This design comes from an exercise in tuning for small area and a short achievable clock period on the open sky130 flow, not from production work.
Only simulation tests tie the RTL to the original design; equivalence was not proved.
Power and IR drop assume default switching activity.

--- design/flow/design.v ---
`timescale 1ns/1ns
module adder_1(input[11:0] a ,output[11:0] out);
	wire[11:0] b = 12'b000000000001;
	assign out = a + b;
endmodule
module adder(input[11:0] a , b , output[11:0] out);
	assign out = a + b ;
endmodule
`timescale 1ns/1ns
module alu(input[2:0] fun , input[7:0] a,b ,input cin , output logic[7:0] out , output logic zero,cout);
	always @(fun,a,b,cin)begin
    cout = 1'b0;
    case(fun)
      3'b000 : {cout,out} = a + b ;
      3'b001 : {cout,out} = a + b + cin;
      3'b010 : {cout,out} = a - b;
		  3'b011 : {cout,out} = a - b + cin;
		  3'b100 : out = a & b;
		  3'b101 : out = a | b;
		  3'b110 : out = a ^ b;
		  3'b111 : out = ~(a & b);
    endcase
	end
  assign zero = (out == 8'b0) ? 1 : 0;
endmodule
module controller(input[5:0] code,input ze,c,rst,output reg pop,push,memorywrite,memoryread,writeReg,selRR2,selALU2,selpc,ldz,ldc,selz,selc,output reg [1:0] selWD,selRet,output reg [2:0]ALUfn);
  always @(ze,c,code,rst)begin
    pop <= 1'b0;
    push <= 1'b0;
    memorywrite <= 1'b0;
    memoryread <= 1'b0;
    writeReg<= 1'b0;
    selRR2<= 1'b0;
    selALU2<= 1'b0;
    selRet<= 2'b00;
    selpc<= 1'b0;
    ldz<= 1'b0;
    ldc<= 1'b0;
    selz <= 1'b0;
    selc <= 1'b0;
    selWD<= 2'b00;
    ALUfn <= 3'b000;
    if (~rst)begin
    if (code[5:4] == 2'b00) begin
      ALUfn <= code[3:1];
      ldz <= 1'b1;
      ldc <= 1'b1;
      selALU2 <= 1'b1;
      writeReg <= 1'b1;
    end
    if (code [5:4] == 2'b01) begin
      ALUfn <= code[3:1];
      ldz <= 1'b1;
      ldc <= 1'b1;
      writeReg <= 1'b1;
    end
    if (code[5:3] == 3'b110) begin
      selz <= 1'b1;
      selc <= 1'b1;
      ldz <= 1'b1;
      ldc <= 1'b1;
      selWD <= 2'b10;
      writeReg <= 1'b1;
    end
    if (code[5:3] == 3'b100) begin
      selRR2 <= 1'b1;
      ALUfn <= 3'b000;
      if (code [2:1] == 2'b00) begin
        memoryread <= 1'b1;
        selWD<= 2'b01;
        writeReg <= 1'b1;
      end
      if (code [2:1] == 2'b01)begin
        memorywrite<= 1'b1;
      end
    end
    if (code[5:3] == 3'b101) begin
      case(code[2:1])
        2'b00 : selpc <= ze?1:0;
        2'b01 : selpc <= ze?0:1;
        2'b10 : selpc <= c?1:0;
        2'b11 : selpc <= c?0:1;
      endcase
    end
    if (code[5:2] == 4'b1110)begin
      selRet <= 2'b10;
      selpc <= 1'b1;
      if (code[1] == 1'b1)
        push <= 1'b1;
    end
    if (code[5:0] == 6'b111100) begin
      pop <= 1'b1;
      selRet <=2'b01;
    end
    end
  end
endmodule
`timescale 1ns / 1ns
module signExtender(extend, extended );
	input[7:0] extend;
	output[11:0] extended;
	assign extended[7:0] = extend[7:0];
	assign extended[11:8] = {4{extend[7]}};
endmodule
module ff(input in,ld,clk,rst,output logic out);
  always@(posedge clk,posedge rst) begin
    if(rst)
      out <= 1'b0;
    else if(ld)
      out <= in;
  end
endmodule
`timescale 1ns/1ns
module mux2_12(input[11:0] a , b ,input sel , output[11:0] out);
	assign out = (sel) ? b : a ;
endmodule
module mux2_8(input[7:0] a , b , input sel , output[7:0] out);
	assign out = (sel) ? b : a ;
endmodule
module mux2_3(input[2:0] a , b , input sel , output[2:0] out);
	assign out = (sel) ? b : a ;
endmodule
module mux2_1(input a , b , input sel , output out);
	assign out = (sel) ? b : a ;
endmodule
module mux3(input[7:0] a , b , c,input[1:0] sel,output[7:0] out);
  assign out = (sel == 2'b00)?a:(sel == 2'b01)? b:c;
endmodule
module mux3_12(input[11:0] a , b , c,input[1:0] sel,output[11:0] out);
  assign out = (sel == 2'b00)?a:(sel == 2'b01)? b:c;
endmodule
module pc(input[11:0] in,input clk,rst,output logic[11:0] pc);
  always@(posedge clk,posedge rst)begin
    if (rst)
      pc <= 12'b0;
    else
      pc <= in;
  end
endmodule
module registerFile(input[2:0] RR1,RR2,WR,input[7:0] WD,input W,clk,rst,output logic [7:0] RD1,RD2);
  logic[7:0][7:0] registers;
  assign RD1 = registers[RR1];
  assign RD2 = registers[RR2];
  always @(posedge clk,posedge rst)begin
    if (rst)
      registers <= '0;
    else if (W)
      registers[WR] <= WD;
  end
endmodule
`timescale 1ns/1ns
module shiftReg(input[7:0] Data,input[2:0]sc,input[1:0]fn,output logic[7:0] out,output logic c,z);
  logic [15:0] rotl, rotr;
  assign rotl = {Data, Data} << sc;
  assign rotr = {Data, Data} >> sc;
  always@(*)begin
    c = 1'b0;
    case (fn)
      2'b00 : begin
        out = Data << sc;
        if (sc != 3'd0) c = Data[3'd0 - sc];
      end
      2'b01 : begin
        out = Data >> sc;
        if (sc != 3'd0) c = Data[sc - 3'd1];
      end
      2'b10 : out = rotl[15:8];
      default : out = rotr[7:0];
    endcase
  end
  assign z = out?0:1;
endmodule
module stack(input[11:0] in,input push,pop,clk,rst,output logic[11:0] out);
  logic[7:0][11:0] memory;
  assign out = memory[0];
  always@(posedge clk,posedge rst)begin
    if (rst)
      memory <= '0;
    else begin
      if(pop)begin
        for (int i=1; i<8; i++)begin
          memory[i-1] <= memory[i];
        end
        memory[7] <= 12'b0;
      end
      else if (push)begin
        for (int i=0; i<7; i++)begin
          memory[7-i] <= memory[6-i];
        end
        memory[0] <= in;
      end
    end
  end
endmodule
module datapath(input pop,push,memorywrite,memoryread,writeReg,selRR2,selALU2,selpc,ldz,ldc,selz,selc,input [1:0] selWD,selRet,input  [2:0]ALUfn,input clk,rst, output ze,c,output [5:0] code,
                output [11:0] imem_addr, input [18:0] imem_data, output [7:0] dmem_addr, dmem_wdata, input [7:0] dmem_rdata);
  wire [11:0] pc_1 , ret;
  stack Stack(pc_1,push,pop,clk,rst,ret);
  wire[11:0] f_pc,next_pc;
  wire [18:0] ins;
  mux3_12 pc_ret(f_pc , ret , ins[11:0] , selRet ,next_pc);
  wire[11:0] pc;
  pc PC(next_pc ,clk,rst,pc);
  assign imem_addr = pc;
  assign ins = imem_data;
  wire [11:0]extended;
  signExtender Ex(ins[7:0], extended );
  adder_1 In(pc ,pc_1);
  wire[11:0] apc;
  adder Add(pc_1 , extended , apc);
  mux2_12 pc1_apc(pc_1 , apc , selpc , f_pc);
  wire [2:0] RR2;
  mux2_3 sel_RR2(ins[7:5] , ins[13:11] , selRR2, RR2);
  wire [7:0] Out,RD,ALUOut,WD;
  mux3 sel_WD( ALUOut,RD,Out, selWD,WD);
  wire[7:0] RD1,RD2;
  registerFile RF(ins[10:8],RR2,ins[13:11],WD,writeReg,clk,rst,RD1,RD2);
  wire[7:0] ALU2;
  mux2_8 sel_ALU2(ins[7:0] , RD2, selALU2,ALU2);
  wire zero,carry;
  alu Alu(ALUfn ,RD1,ALU2 ,c ,ALUOut ,zero,carry);
  wire shc,shz;
  shiftReg Shr(RD1,ins[7:5],ins[15:14],Out,shc,shz);
  wire ff1;
  mux2_1 sel_z(zero,shz,selz , ff1);
  ff ff_z(ff1,ldz,clk,rst,ze);
  wire ff2;
  mux2_1 sel_c(carry,shc,selc , ff2);
  ff ff_c(ff2,ldc,clk,rst,c);
  assign dmem_addr = ALUOut;
  assign dmem_wdata = RD2;
  assign RD = dmem_rdata;
  assign code = ins[18:13];
endmodule
`timescale 1ns/1ns
module CPU(input clk,rst,
           output [11:0] imem_addr, input [18:0] imem_data,
           output [7:0] dmem_addr, dmem_wdata, output dmem_we, dmem_re, input [7:0] dmem_rdata);
  wire pop,push,memorywrite,memoryread,writeReg,selRR2,selALU2,selpc,ldz,ldc,selz,selc;
  wire[1:0] selWD,selRet;
  wire[2:0] ALUfn;
  wire ze,c;
  wire[5:0] code;
  datapath dp(pop,push,memorywrite,memoryread,writeReg,selRR2,selALU2,selpc,ldz,ldc,selz,selc,selWD,selRet,ALUfn,clk,rst, ze,c,code,
              imem_addr, imem_data, dmem_addr, dmem_wdata, dmem_rdata);
  controller cl( code, ze,c,rst, pop,push,memorywrite,memoryread,writeReg,selRR2,selALU2,selpc,ldz,ldc,selz,selc,selWD,selRet,ALUfn);
  assign dmem_we = memorywrite;
  assign dmem_re = memoryread;
endmodule
--- design/flow/run.sh ---
#!/bin/bash
# synth_recipe.tcl (not shown) runs the flow's synth.tcl, then flattens the netlist and writes it again
# the make line also repeats each setting of config.mk as NAME=value (left out here)
make -C /OpenROAD-flow-scripts/flow DESIGN_CONFIG=/design/flow/config.mk WORK_HOME=/design/flow/orfs CLKGATE_MAP_FILE= SYNTH_SCRIPT=/design/flow/synth_recipe.tcl finish
--- design/flow/config.mk ---
export PLATFORM = sky130hd
export DESIGN_NAME = CPU
export DESIGN_NICKNAME = CPU
export VERILOG_FILES = /design/flow/design.v
export SDC_FILE = /design/flow/constraint.sdc
export NUM_CORES = 4
export LEC_CHECK = 0
export CAP_MARGIN = 20
export CORE_MARGIN = 2
export CORE_UTILIZATION = 40
export SLEW_MARGIN = 20
--- design/flow/constraint.sdc ---
create_clock -name core_clock -period 7.5 [get_ports {clk}]
set_input_delay 1.5000 -clock core_clock [delete_from_list [all_inputs] [get_ports {clk}]]
set_output_delay 1.5000 -clock core_clock [all_outputs]
set_load 0.01 [all_outputs]
==> metrics.yaml <==
crit_fanout: 3
grtUsageTotal_pct: 25.2
final_cell_mix: "nand2_1 (280), dfrtp_1 (174), buf_4 (161)"
finalHoldViolations: 0
synthTopCellsByArea: "dfrtp_1 (36%), nand2_1 (8.7%), a22oi_1 (6.6%)"
antenna_left: 0
fmax_mhz: 137
ios: 59
die-area_um2: 31700
tightest_slew_ps: 1060
wirelength_um: 39200
synth_top_cell_by_area: "dfrtp_1"
place_ws_ps: -575
p_total_mw: 4.38
grt_remaining_overflow: 0
drtIter0Drc: 1276
drc_errors: 0
fin_util_pct: 50.4
design_area_um2: 15000
power_density_nw_per_um2: 292
syn_to_final_growth_pct: 23.4
relSlewSlack_pct: 29.3
coreArea_um2: 29700
final_nets: 1611
first_global_vias: 11000
slew_violations: 0
cts.htree.levels: 4
r2r-start: "dp.RF.registers[32]"
cts.root.buffer_cell: "clkbuf_16"
worstSetupPathType: "input port to output port"
place_hpwl_um: 28900
cts_buffers: 17
port_buffers: 58
clk-insertion-delay-late_ps: 440
leakage_nw: 6.91
setup_viol: 0
start_util_pct: 40.8
cts_hold_buf: 0
worstSetupStartpoint: "imem_data[17]"
synth_fp_nets: 1449
skew_ps: 13.3
firstDrtPassIters: 6
fp.dieH_um: 178
synth_ff_type: "dfrtp_1"
drive_above_1_share_pct: 20.3
required_ps: 6000
synthDistinctLibCells: 88
final_common_cell: "nand2_1"
clk_pin_slew_worst_paths_ps: 70
antennaDiodeCount: 0
status: "no timing/DRC/antenna violations"
tns_ps: 0
routed-via-count: 11600
grt_first_pass_wirelength_um: 62400
critPathArrivalTime_ps: 5810
timing.final.ws_setup_ps: 190
async_reset_ff_share_pct: 100
placed_area_um2: 13900
synth-edff-count: 0
yosys_warnings: 7
die_x_um: 178
cp-end-kind: "output port"
synthCells: 1370
min_path_type: "register to register"
startpoint_type: "input port"
yosysTopAreaCellShare_pct: 35.9
syn_area_per_cell_um2: 8.85
synth_seq_cells: 174
ff2ff_setup_slack_ps: 3150
via_per_inst: 5.97
nFillCells: 2711
drv_cap: 0
place_congestion: 0.954
multi_input_area_um2: 7530
cts_tree: "done"
antenna_found_initial: 0
num_rows: 63
holdCritStartpoint: "dp.Stack.memory[88]"
fin_crit_sh_pct: 97.5
synth-seq-area-share_pct: 35.9
ir_worst_vdd_mv: 0.157
netlist_area_um2: 12100
grt_max_degree: 106
period_needed_ps: 7310
avgRoutedWirePerCell_um: 20.3
clk_path_buf_depth: 2
numClockSinks: 174
register_area_um2: 4350
cells by family after synthesis:
| kind of cell | after synthesis | share of synthesized area (%) |
|---|---|---|
| flops | 174 | 35.9 |
| compound gates | 393 | 23.4 |
| fa+ha+maj | 50 | 5.34 |
| mux | 82 | 9.66 |
| xor+xnor | 32 | 2.31 |
| simple gates | 507 | 18.5 |
| buf+inv | 132 | 4.87 |
stage by stage:
step	hold WS, ps	cells
floorplan	462	1370
global placement	470	1887
detailed placement	478	1887
CTS	489	1925
global route	518	1935
finish	487	1935
registers in the layout, indices dropped and copies added, names as in the netlist:
name             count
dp.RF.registers     64
dp.Stack.memory     96
dp.ff_c.out          1
dp.ff_z.out          1
dp.PC.pc            12
cell type report:
cell class	instances	share of cell area [%]
repair buffers	224	12.2
well taps	390	3.26
flip-flops and latches	174	29.1
clock buffers	18	2.93
multi-input cells	1064	50.3
clock inverters	14	0.920
inverters	51	1.31
cell usage after synthesis, types with 11 or more instances:
library cell	n
o21ai_0	84
nor3_1	19
dfrtp_1	174
nand3_1	39
a22oi_1	107
xnor2_1	25
inv_1	47
a21o_1	14
nor2_1	80
clkbuf_1	49
a32o_1	12
a22o_1	13
ha_1	47
a211oi_1	12
nand2_1	280
nand4_1	11
and3_1	13
a21oi_1	33
mux2i_1	54
mux4_2	28
buf_2	11
report_power, final:
group	switching (mW)	internal, mW	leakage, nW
clock	0.427	0.452	0.284
combinational	1.09	1.04	4.30
sequential	0.231	1.14	2.34
total	1.75	2.63	6.91
layer usage:
metal  vias to the layer above  global-route usage (%)  share of wire (%)
met5                         -                       0                  0
met4                         0                    8.61                2.6
met3                        62                    4.26                6.8
met1                      5685                    36.4                 46
li1                       5367                       -                  -
met2                       440                    38.3                 45
worst max-delay path, cell delays in order:
cell,delay (ps)
dlygate4sd2_1,270
nor4b_4,240
buf_6,160
nor2_1,50
a21oi_2,170
buf_4,130
buf_4,110
mux4_2,520
mux2i_4,250
a21oi_4,100
ha_2,210
inv_2,60
fa_2,240
nand2b_4,90
a211oi_4,280
o311ai_2,140
or2_1,260
or3_4,400
a21oi_4,180
buf_6,120
nor2_1,30
nor2_1,130
buf_2,150
path summary, 6_finish.rpt:
kind	endpoint	cells after the start
setup / recovery	dmem_addr[7]	23
hold / removal	dp.Stack.memory[76]	2
setup reg to reg	dp.RF.registers[42]	18
hold reg to reg	dp.Stack.memory[76]	2
max in group asynchronous	dp.Stack.memory[9]	4
min in group asynchronous	dp.ff_z.out	3
what timing repair did:
action,4_1_cts,5_1_grt
cloned,1,0
buffers inserted,5,10
setup endpoints to repair,7,7
resized for setup,48,34
pin swaps,9,20

-- afterwards: timing with drivers on the ports --
How much do the figures lean on ideal ports? The routed layout below was timed once more, with nothing changed but the port constraints. Step 1 (the two cells are an assumption about what drives the block):
set clk [get_ports {clk}]
set_driving_cell -lib_cell sky130_fd_sc_hd__clkbuf_16 $clk
set_driving_cell -lib_cell sky130_fd_sc_hd__buf_2 [delete_from_list [all_inputs] $clk]
Step 2 times the ports against the registers' clock, not the clock port: input delays grow and output delays shrink by t, the midpoint of the rising clock arrivals with the driver on. Three values: ideal ports, drivers, drivers and shift; two values: the first two.
shift t [ns]: 0.485
slack for setup (ns): 0.190 / 0.171 / 0.171
worst setup path after step 2: input to output
pins driven straight from the clock port: 1
After both steps this run still meets setup and hold. The setup slack of this run moves by -0.019 ns with the drivers and by -0.019 ns with both steps.
